Context: an optimization exercise on an open-source flow, tuned for small area. The choices shown serve that exercise and are no tape-out recipe. Only simulation tests tie the RTL to the original design; equivalence was not proved.

## flow/design.v (module list and top-level ports; edited modules follow where they fit)
// module iir_fa: 4 lines
// module iir_ha: 4 lines
// module iir_benc: 5 lines
// module iir_inv: 3 lines
// module iir_biquad_axis: 7404 lines
module iir_biquad_axis #(
    parameter integer C_S_AXI_DATA_WIDTH = 32,
    parameter integer C_S_AXI_ADDR_WIDTH = 5,
    parameter integer DATA_WIDTH         = 32    
)(
    input  wire aclk,
    input  wire aresetn,    
    input  wire [DATA_WIDTH-1:0] s_axis_tdata,
    input  wire                  s_axis_tvalid,
    output wire                  s_axis_tready,
    input  wire                  s_axis_tlast,
    output wire [DATA_WIDTH-1:0] m_axis_tdata,
    output reg                   m_axis_tvalid,
    input  wire                  m_axis_tready,
    output reg                   m_axis_tlast,
    input  wire [C_S_AXI_ADDR_WIDTH-1:0] s_axi_awaddr,
    input  wire                          s_axi_awvalid,
    output wire                          s_axi_awready,
    input  wire [C_S_AXI_DATA_WIDTH-1:0] s_axi_wdata,
    input  wire [C_S_AXI_DATA_WIDTH/8-1:0] s_axi_wstrb,
    input  wire                          s_axi_wvalid,
    output wire                          s_axi_wready,
    output wire [1:0]                    s_axi_bresp,
    output wire                          s_axi_bvalid,
    input  wire                          s_axi_bready,
    input  wire [C_S_AXI_ADDR_WIDTH-1:0] s_axi_araddr,
    input  wire                          s_axi_arvalid,
    output wire                          s_axi_arready,
    output wire [C_S_AXI_DATA_WIDTH-1:0] s_axi_rdata,
    output wire [1:0]                    s_axi_rresp,
    output wire                          s_axi_rvalid,
    input  wire                          s_axi_rready
);
  // ...
==> flow/flow/run.sh <==
#!/bin/bash
# Layout flow: the standard flow (standard.sh), with
#  - the port buffers made from the smallest buffer cell (buf_1);
#  - clock tree synthesis with sink clusters of up to 18 flip-flops and no
#    dummy loads.
set -o pipefail
export BUFFER_PORTS_ARGS="-buffer_cell sky130_fd_sc_hd__buf_1"
export CTS_ARGS="-sink_clustering_enable -repair_clock_nets -buf_list sky130_fd_sc_hd__clkbuf_8 -sink_clustering_size 18 -sink_clustering_max_diameter 80 -dont_use_dummy_load"
bash standard.sh > standard.log 2>&1
==> flow/standard.sh <==
#!/bin/bash
# synth_recipe.tcl (not shown) runs the flow's synth.tcl, then flattens the netlist and writes it again
# the make line also repeats each setting of config.mk as NAME=value (left out here)
make -C /OpenROAD-flow-scripts/flow DESIGN_CONFIG=/design/flow/config.mk WORK_HOME=/design/flow/orfs CLKGATE_MAP_FILE= SYNTH_SCRIPT=/design/flow/synth_recipe.tcl "${@:-finish}"
==> flow/config.mk <==
export PLATFORM = sky130hd
export DESIGN_NAME = iir_biquad_axis
export DESIGN_NICKNAME = iir_biquad_axis
export VERILOG_FILES = /design/flow/design.v
export SDC_FILE = /design/flow/constraint.sdc
export NUM_CORES = 4
export LEC_CHECK = 0
export ABC_AREA = 1
export CAP_MARGIN = 10
export CORE_MARGIN = 2
export CORE_UTILIZATION = 40
export CTS_BUF_LIST = sky130_fd_sc_hd__clkbuf_4
export SLEW_MARGIN = 5
export SYNTH_HIERARCHICAL = 1
==> flow/constraint.sdc <==
create_clock -name core_clock -period 22.0 [get_ports {aclk}]
set_input_delay 4.4000 -clock core_clock [delete_from_list [all_inputs] [get_ports {aclk}]]
set_output_delay 4.4000 -clock core_clock [all_outputs]
set_load 0.01 [all_outputs]
==> impl.org, run 1 <==
** GRT
- The number of global-route vias before repair is 58.52k.
- The global routing stage identified its most utilized layer as met2.

** Worst setup path
- In this run the critical register-to-register path is launched from y_l[10].
- Across all register-to-register paths, the minimum setup slack is 1.75 ns.
- STA classifies the critical path endpoint as a register.
- Worst reg2reg endpoint :: y_l[14]
- The largest individual stage delay along the critical path comes from the cell sky130_fd_sc_hd__fa_1.
- STA puts the critical path data arrival time at 20.91 ns.

** STA
- Skew final :: 0.1222 ns
- Worst Slack Setup Final :: 1.752 ns
- Setup violations remaining at the end of the flow were counted as 0.
- In the final timing run, aggregate negative setup slack is 0 ns.

** Cells and area
- In the final layout, the share of cells above drive strength 1 is 5.551%.
- Fraction of area in registers :: 13.55%
- Area-dominant class :: multi-input gates
- The clock network takes up 0.6923% of total cell area after layout.
- Antenna fix cells :: 11

** Clock tree
- Setup repair bufs after CTS :: 0
- Clock root buffer :: sky130_fd_sc_hd__clkbuf_8
- # hold bufs at CTS :: 0

** Floorplan
- Tapcells :: 2189
- Core area :: 0.1652 mm2
- Once the floorplan was initialized, standard cells occupied 40.31% of the core.

** Placement
- Prior to clock tree synthesis, the placed netlist has a worst setup slack of 1.743 ns.
- Cell Count Post-Placement :: 8441

** Status
- Result of the run :: complete, no violations

** Logic synthesis
- Multiplexer cells account for 0% of the synthesized area.
- Syn. warnings :: 7
- By area the synthesized netlist is led by sky130_fd_sc_hd__fa_1 (41%), sky130_fd_sc_hd__xor2_1 (17%), sky130_fd_sc_hd__o22ai_1 (11%).
- The synthesized netlist devotes 14.50% of its cell area to compound gates.

** Drt
- The detail route stage leaves a number of antenna-violating nets equal to 0.
- After detailed routing, the number of remaining DRC violations is 0.
==> run 2: changes to the inputs <==
==> flow/flow/run.sh (replaced) <==
#!/bin/bash
# Layout flow: the standard flow (standard.sh), with
#  - the port buffers made from the smallest buffer cell (buf_1);
#  - clock tree synthesis with sink clusters of up to 14 flip-flops and no
#    dummy loads.
set -o pipefail
export BUFFER_PORTS_ARGS="-buffer_cell sky130_fd_sc_hd__buf_1"
export CTS_ARGS="-sink_clustering_enable -repair_clock_nets -buf_list sky130_fd_sc_hd__clkbuf_8 -sink_clustering_size 14 -sink_clustering_max_diameter 70 -dont_use_dummy_load"
bash standard.sh > standard.log 2>&1
--- a/flow/config.mk
+++ b/flow/config.mk
@@ -10,5 +10,6 @@
 export CORE_MARGIN = 2
 export CORE_UTILIZATION = 40
 export CTS_BUF_LIST = sky130_fd_sc_hd__clkbuf_4
+export PLACE_DENSITY = 0.65
 export SLEW_MARGIN = 5
 export SYNTH_HIERARCHICAL = 1
==> run 2 against run 1 <==
Against the previous run: still clean on timing, DRC and antenna; clock skew is 0.047 ns higher; non-clock buffer count stayed put; area after synthesis stayed put; first-iteration DRC count is 11% higher; sequential share of layout area hardly changed; critical path depth stayed put; critical path type unchanged; critical endpoint is now y_l[9].
==> impl.org, run 2 <==
** Status
- The flow ran to the end and the layout has no timing, DRC or antenna violations.

** Logic synthesis
- Number of enable flip-flop cells after synthesis :: 224
- In the synthesized netlist the async set-or-reset flop fraction comes to 0%.
- Among all cell types in the netlist, the one instantiated most often is sky130_fd_sc_hd__fa_1.
- Counting flops and latches in the post-synthesis netlist gives 359.
- In the post-synthesis netlist, the biggest area contributors are sky130_fd_sc_hd__fa_1 (41%), sky130_fd_sc_hd__xor2_1 (17%), sky130_fd_sc_hd__o22ai_1 (11%).
- Synth Flop Type :: sky130_fd_sc_hd__edfxtp_1
- Synthesis produced 6559 cells.
- Sequential cells were found to cover 14.16% of the synthesized design area.
- Biggest area consumer among synthesized cells :: sky130_fd_sc_hd__fa_1
- Averaged over all synthesized cells, the footprint is 10.15 um2.
- The top cell type by area accounts for 41.31% of the synthesized area.
- In this run, distinct cell masters in the synthesized netlist total 35.
- The synthesized netlist occupies a cell area of 0.06659 mm2.
- The yosys synthesis warning count is 7 (unchanged).
- The commonest cells after synthesis are sky130_fd_sc_hd__fa_1 (1374), sky130_fd_sc_hd__xor2_1 (1320), sky130_fd_sc_hd__o22ai_1 (1210), sky130_fd_sc_hd__clkbuf_1 (529), sky130_fd_sc_hd__inv_1 (450).

** Floorplan
- Total number of placement rows :: 149
- Core area :: 0.1652 mm2 (unchanged)
- The initial cell density of the core was 40.31% (unchanged).
- DIE WIDTH :: 412 um
- Pin placement for this block handled 164 I/O pins.
- The die covers 0.1697 mm2.
- Vertical extent of the die :: 412 um

** GRT
- The initial antenna violation count was 22.
- Pin count of the biggest net entering global routing :: 69
- Summed over all layers, the global routing overflow is 0.
- Vias in the first global route :: 59.90k (+2.4%)
- Overall track demand over capacity in global routing :: 34.35%
- The first global-routing pass estimated 419.4 mm of wire.

** Clock tree
- Count of H-tree levels built during CTS :: 2
- The number of hold-repair buffers added at the cts stage is 0 (unchanged).
- The clock passes through at most 3 buffers.
- Clock insertion delay at the later pin of the skew report :: 0.83 ns
- TritonCTS built the clock tree.
- CTS clock-pin slew for the worst setup and hold paths :: 0.09 ns
- Clock Sink Count :: 359
- The number of clock buffers added by TritonCTS is 41.
- In this run the clock root is driven by a sky130_fd_sc_hd__clkbuf_8.
- Once the clock tree was built, the resizer swapped 0 gates to a different size.
- Setup repair bufs after CTS :: 0 (unchanged)

** STA
- RSZ-0062 raised after global routing :: no
- Worst Tran Pin Value :: 1.436 ns
- The worst clock skew on the final layout was 0.1687 ns (+0.04658 ns).
- Final setup violating endpoints :: 0 (unchanged)
- The max-slew violation total from the final report was 0.
- Worst rel slew slack :: 4.163%
- The summed negative setup slack over all endpoints came to 0 ns (unchanged).
- For this run, the top clock speed supported by timing is 49.38 MHz.
- Period utilisation layout :: 92.06%
- Worst Slack Setup Final :: 1.747 ns (-0.005200 ns)
- On the final layout, the worst hold slack is 0.4459 ns.
- The worst path needs 20.25 ns of the cycle, external delays included.
- Fin. Hold Viols :: 0

** Drt
- After detailed routing, the average wire length per cell comes to 34.52 um.
- Drc violations :: 0 (unchanged)
- Vias per inst :: 6.713
- Routed via count :: 57.06k
- Initial DRT Pass Iterations :: 9
- The count of nets left with antenna violations after detail routing came to 0 (unchanged).
- Number of DRC markers in iteration 0 :: 8933
- Total wirelength of the detailed-routed design :: 293.4 mm

** Worst setup path
- The worst setup path is captured at a register.
- STA puts the critical path data required time at 22.67 ns.
- Along the worst path, the maximum fanout reaches 16.
- The arrival time of the worst setup path came to 20.93 ns (+0.02 ns).
- STA classifies the critical path startpoint as a register.
- Counting stages on the worst path, the most repeated cell is sky130_fd_sc_hd__fa_1.
- In this design, the stage delay of the slowest critical-path cell is 0.59 ns.
- Critical path start-end classification :: register to register
- Cell type of the slowest stage on the worst timing path :: sky130_fd_sc_hd__fa_1

** Placement
- In this run the cell area measured after placement is 0.06909 mm2.
- The worst slack at placement came to 1.758 ns (+0.01490 ns).
- DPL Wire Length :: 209.7 mm
- Input and output buffers added on the ports amount to 151.
- The congestion estimate from routability-driven global placement came to 1.096.

** Cells and area
- Nets :: 7829
- From synthesis to final layout, the design area changed by 4.666%.
- Highest-count cells in the layout ignoring fill and taps :: sky130_fd_sc_hd__fa_1 (1374), sky130_fd_sc_hd__xor2_1 (1320), sky130_fd_sc_hd__o22ai_1 (1210), sky130_fd_sc_hd__inv_1 (433), sky130_fd_sc_hd__nor2_1 (320)
- Most common cell after layout, fill and taps aside :: sky130_fd_sc_hd__fa_1
- The share of layout cells above drive strength 1 is 5.562% (+0.011 points).
- Final standard cell area without fillers :: 0.06969 mm2

** Run
- Max-cap violations in this run came to 0.

** Worst hold path
- The tightest min-delay check is of the register to register type.
## run 2: cell families after synthesis
| logic type | synth area share, % |
|---|---|
| AND/OR/NAND/NOR | 4.049 |
| flip-flops | 14.16 |
| adder cells (fa/ha/maj) | 42.66 |
| XOR/XNOR | 17.36 |
| other | 0.005632 |
| buffers and inverters | 7.259 |
| AO/OA/AOI/OAI | 14.50 |
## run 2: path summary, 6_finish.rpt
kind                      end        start  cells past startpoint  slack (ns)
hold reg to reg   axi_arready  axi_arready                      1        0.45
setup / recovery       y_l[9]      y_l[10]                     57        1.75
hold / removal    axi_arready  axi_arready                      1        0.45
setup reg to reg       y_l[9]      y_l[10]                     57        1.75
## run 2: per-module statistics from Yosys (local to each module, per instance)
module	times used	area, um2
iir_biquad_axis	1	36800
iir_ha	54	12.51
iir_inv	120	3.754
iir_benc	40	28.78
iir_fa	1374	20.02
## run 2: critical path: cells and delay by family, from the launching register on
kind / cells / cell delay, ns
AO/OA/AOI/OAI: 5 / 0.95
XOR/XNOR: 1 / 0.19
adder cells (fa/ha/maj): 41 / 17.03
buffers and inverters: 5 / 0.69
flip-flops: 1 / 0.44
AND/OR/NAND/NOR: 5 / 0.88
## run 2: final cells by class
cell class | count | area, um2
fill | 15960 | 95480
multi-input combinational | 4992 | 52510
sequential | 359 | 9429
tap | 2189 | 2739
timing repair buffer | 420 | 2600
inverter | 481 | 1807
clock buffer | 41 | 564.3
antenna | 17 | 42.54
## run 2: per-layer routing
layer  vias up  global-route usage (%)  routed length, um
met5         -                   1.187                514
met3      1551                   13.48              45380
met2      5566                   47.33             117200
met1     28500                   42.89             101400
met4        28                   26.30              28830
li1      21410                       -                  -
## run 2: through the flow
stage          utilization (%)  std cells
2_1_floorplan                -       6577
3_3_place_gp             41.83       8441
3_5_place_dp             41.83       8441
4_1_cts                  42.17       8482
5_1_grt                  42.17       8483
6_report                 42.19       8499
==> run 3: changes to the inputs <==
--- a/flow/config.mk
+++ b/flow/config.mk
@@ -10,6 +10,5 @@
 export CORE_MARGIN = 2
 export CORE_UTILIZATION = 40
 export CTS_BUF_LIST = sky130_fd_sc_hd__clkbuf_4
-export PLACE_DENSITY = 0.65
 export SLEW_MARGIN = 5
 export SYNTH_HIERARCHICAL = 1
==> run 3 against run 2 <==
Against the previous run: clock skew shrank 0.021 ns; core utilization is essentially flat; non-clock buffer count is the same; first-iteration DRC count shrank 9.2%; die area is the same; critical path type unchanged; critical endpoint is now y_l[1]; highest routed layer unchanged.
==> impl.org, run 3 <==
** Status
- The run finished with no timing, DRC or antenna violations.

** Cells and area
- Fin util :: 42.18% (about the same)
- The library cell used most frequently in the layout, excluding fill and tap cells, is sky130_fd_sc_hd__fa_1.
- Final standard cell area without fillers :: 0.06967 mm2 (about the same)
- Synthesis-to-layout area growth :: 4.632% (about the same)
- The net total in the final layout was 7829 (unchanged).
- Filler cells :: 16.06k (+0.63%)
- Highest-count cells in the layout ignoring fill and taps :: sky130_fd_sc_hd__fa_1 (1374), sky130_fd_sc_hd__xor2_1 (1320), sky130_fd_sc_hd__o22ai_1 (1210), sky130_fd_sc_hd__inv_1 (431), sky130_fd_sc_hd__nor2_1 (320)
- The share of layout cells above drive strength 1 was 5.641% (+0.079 points).

** Drt
- Routed WL per cell :: 33.96 um (-1.6%)
- The first-pass iteration count of the detailed router was 9 (unchanged).
- Final ANT Viol Nets :: 0 (unchanged)
- Number of DRC markers in iteration 0 :: 8115 (-9.2%)
- Total wirelength of the detailed-routed design :: 288.5 mm (-1.7%)
- The final routed DRC violation total was 0 (unchanged).
- Vias per inst :: 6.539 (-2.6%)
- Routed via count :: 55.55k (-2.7%)

** Placement
- The HPWL reported at the end of detailed placement came to 207.2 mm (-1.2%).
- The post-place instance area was 0.06907 mm2 (about the same).
- The final weighted congestion in routability-driven placement was 1.068 (-2.5%).
- Total of buffers placed on input and output ports :: 151 (unchanged)

** Clock tree
- The total clock buffers created by CTS is 41 (unchanged).
- Clock insertion delay at the later pin of the skew report :: 0.78 ns (-0.05 ns)
- Clock root buffer :: sky130_fd_sc_hd__clkbuf_8
- Resized cells post-CTS :: 0 (unchanged)
- The maximum root-to-sink buffer count is 3 (unchanged).
- The clock slew seen by the registers of the worst setup and hold paths was 0.09 ns (about the same).
- The level count of the clock H-tree was 2 (unchanged).
- # hold bufs at CTS :: 0 (unchanged)
- Clock Sink Count :: 359 (unchanged)
- Setup repair bufs after CTS :: 0 (unchanged)
- TritonCTS built the clock tree.

** Worst setup path
- Critical path start-end classification :: register to register
- Top fanout value on the critical path :: 16 (unchanged)
- STA classifies the critical path startpoint as a register.
- Cell type of the slowest stage on the worst timing path :: sky130_fd_sc_hd__fa_1
- Data arrival time of the critical path :: 20.88 ns (-0.05 ns)
- The maximum cell stage delay along the critical path is 0.60 ns (about the same).
- The count of cells along the worst register-to-register path was 57 (unchanged).
- Crit. Startpoint :: y_l[10]
- STA classifies the critical path endpoint as a register.
- In this run the worst setup path terminates at y_l[1].
- Counting stages on the worst path, the most repeated cell is sky130_fd_sc_hd__fa_1.
- Critical Path RT :: 22.63 ns (-0.04 ns)
- In this run the critical register-to-register path is captured at y_l[1].
- Origin of the critical flop-to-flop path :: y_l[10]
- The reg2reg setup slack came to 1.75 ns (about the same).

** Logic synthesis
- The number of register bits inferred by synthesis was 359 (unchanged).
- Area share of and/or/nand/nor cells after synthesis :: 4.049% (unchanged)
- Syn Inst Count :: 6559 (unchanged)
- By count the netlist is led by sky130_fd_sc_hd__fa_1 (1374), sky130_fd_sc_hd__xor2_1 (1320), sky130_fd_sc_hd__o22ai_1 (1210), sky130_fd_sc_hd__clkbuf_1 (529), sky130_fd_sc_hd__inv_1 (450).
- The count of flip-flops with a built-in enable after synthesis is 224 (unchanged).
- Biggest area consumer among synthesized cells :: sky130_fd_sc_hd__fa_1
- Avg Inst Size Synth :: 10.15 um2 (unchanged)
- Adder-cell share of the synthesized area :: 42.66% (unchanged)
- Most used standard cell by instance count after synthesis :: sky130_fd_sc_hd__fa_1
- Fraction of synthesized cell area in xor and xnor cells :: 17.36% (unchanged)
- Area share of the leading cell type in the synthesized netlist :: 41.31% (unchanged)
- For this run, the leading register cell type out of synthesis is sky130_fd_sc_hd__edfxtp_1.
- Dominant cells by area after synthesis :: sky130_fd_sc_hd__fa_1 (41%), sky130_fd_sc_hd__xor2_1 (17%), sky130_fd_sc_hd__o22ai_1 (11%)
- By area, the combinational part of the netlist is dominated by adder cells.
- The part of the Yosys area used for sequential elements came to 14.16% (unchanged).
- The proportion of synthesized flip-flops having asynchronous set or reset was 0% (unchanged).
- Multiplexer fraction of the synthesized cell area :: 0% (unchanged)
- Compound-Gate Fraction of Synth Area :: 14.50% (unchanged)
- The count of cell types in the netlist was 35 (unchanged).
- Combined area of all synthesized cells :: 0.06659 mm2 (unchanged)
- The yosys synthesis warning count came to 7 (unchanged).

** STA
- Period utilisation layout :: 92.02% (about the same)
- Smallest hold slack :: 0.4577 ns (+0.01183 ns)
- The max-slew headroom at the worst pin was 2.755% (-1.4 points).
- Final total negative setup slack :: 0 ns (unchanged)
- Max-slew violation count :: 0 (unchanged)
- RSZ-0062 raised after global routing :: no
- Skew final :: 0.1476 ns (-0.02117 ns)
- The final setup violation count is 0 (unchanged).
- The timing-limited maximum frequency was 49.39 MHz (about the same).
- Minimum clock period :: 20.25 ns (-0.007620 ns)
- The slew at the pin closest to its max-slew limit came to 1.457 ns (+0.02110 ns).
- The hold violation total from the final report is 0 (unchanged).

** Floorplan
- The initial cell density of the core came to 40.31% (unchanged).
- The chip width came to 412 um (unchanged).
- The number of top-level pins came to 164 (unchanged).
- The full die area was 0.1697 mm2 (unchanged).
- Core area :: 0.1652 mm2 (unchanged)
- Vertical extent of the die :: 412 um (unchanged)
- Total number of placement rows :: 149 (unchanged)

** GRT
- The remaining global-route overflow is 0 (unchanged).
- The combined global-route utilization of all metal layers was 33.74% (-0.61 points).
- Vias in the first global route :: 58.54k (-2.3%)
- Pin count of the biggest net entering global routing :: 95 (+38%)
- Global-route wire length before repair :: 411.8 mm (-1.8%)
- Initial antenna violation count :: 14 (-36%)

** Run
- Number of max-capacitance violations reported :: 0 (unchanged)

** Worst hold path
- Min-Delay Path Class :: register to register
- The startpoint identified for the worst hold timing path is axi_arready.
-- run 3: stage by stage --
step                      setup slack (ns)  std cells
after floorplan                      3.165       6577
after global placement               1.855       8441
after detailed placement             1.743       8441
after CTS                            1.749       8482
after global routing                0.8924       8484
final                                1.755       8495
-- run 3: layout make-up --
| class | instances | area, um2 | share of cell area [%] |
|---|---|---|---|
| multi-input combinational | 4992 | 52510 | 75.37 |
| inverter | 481 | 1807 | 2.593 |
| tap | 2189 | 2739 | 3.931 |
| timing repair buffer | 420 | 2587 | 3.714 |
| antenna | 13 | 32.53 | 0.04669 |
| sequential | 359 | 9429 | 13.53 |
| clock buffer | 41 | 564.3 | 0.8099 |
-- run 3: how the worst min path moves through the flow --
stage | end | depth (start not counted)
2_1_floorplan | axi_arready | 1
3_3_place_gp | axi_arready | 1
3_5_place_dp | axi_wready | 1
4_1_cts | y2_l_n[15] | 2
5_1_grt | axi_awready | 1
6_report | axi_arready | 1
-- run 3: routing by layer --
layer | part of all wire, % | track usage, % | wire (um) | up-vias
li1 | - | - | - | 21400
met1 | 34 | 41.03 | 99010 | 27900
met2 | 40 | 46.77 | 116800 | 5001
met3 | 15 | 14.29 | 44580 | 1227
met4 | 9.7 | 26.53 | 27890 | 16
met5 | 0.091 | 0.08479 | 263 | -
-- run 3: kinds of logic after synthesis --
| kind of cell | after synthesis |
|---|---|
| flops | 359 |
| simple gates | 680 |
| compound gates | 1527 |
| xor+xnor | 1320 |
| other cells | 1 |
| fa+ha+maj | 1446 |
| buf+inv | 1226 |
-- run 3: worst max-delay path, delay by kind of cell, from the launching register on --
kind / cells / cell delay (ns)
xor+xnor: 1 / 0.20
simple gates: 4 / 0.76
compound gates: 5 / 0.88
buf+inv: 6 / 0.87
fa+ha+maj: 41 / 16.99
flops: 1 / 0.45
-- run 3: per-module statistics from Yosys (local to each module, per instance) --
module | flops+latches | cells inside | area, um2
iir_inv | 0 | 1 | 3.754
iir_biquad_axis | 359 | 4771 | 36800
iir_benc | 0 | 6 | 28.78
iir_fa | 0 | 1 | 20.02
iir_ha | 0 | 1 | 12.51

re-timing with driven ports:
The results above use ideal ports. As a check the final layouts listed here were re-extracted and re-timed, cells and wires unchanged. Step 1 (the two cells are an assumption about what drives the block):
set clk [get_ports {aclk}]
set_driving_cell -lib_cell sky130_fd_sc_hd__clkbuf_16 $clk
set_driving_cell -lib_cell sky130_fd_sc_hd__buf_2 [delete_from_list [all_inputs] $clk]
Step 2 adds t to the input delays and takes it off the output delays; t is the mean of the earliest and latest rising clock arrival at the registers after step 1. Input paths then give back, and output paths get back, about the clock's delay inside the block. Slacks: ideal ports / drivers / drivers and shift; pairs: ideal ports / drivers.
run | t, ns | setup slack, ns | worst setup path after step 2 | worst register clock-pin slew, ns | pins driven straight from the clock port
run 1 | 0.750 | 1.752 / 1.752 / 1.752 | register to register | 0.12 / 0.12 | 1
run 2 | 0.829 | 1.747 / 1.747 / 1.747 | register to register | 0.10 / 0.10 | 1
run 3 | 0.790 | 1.755 / 1.755 / 1.755 | register to register | 0.09 / 0.09 | 1
After both steps every run listed still meets setup and hold.
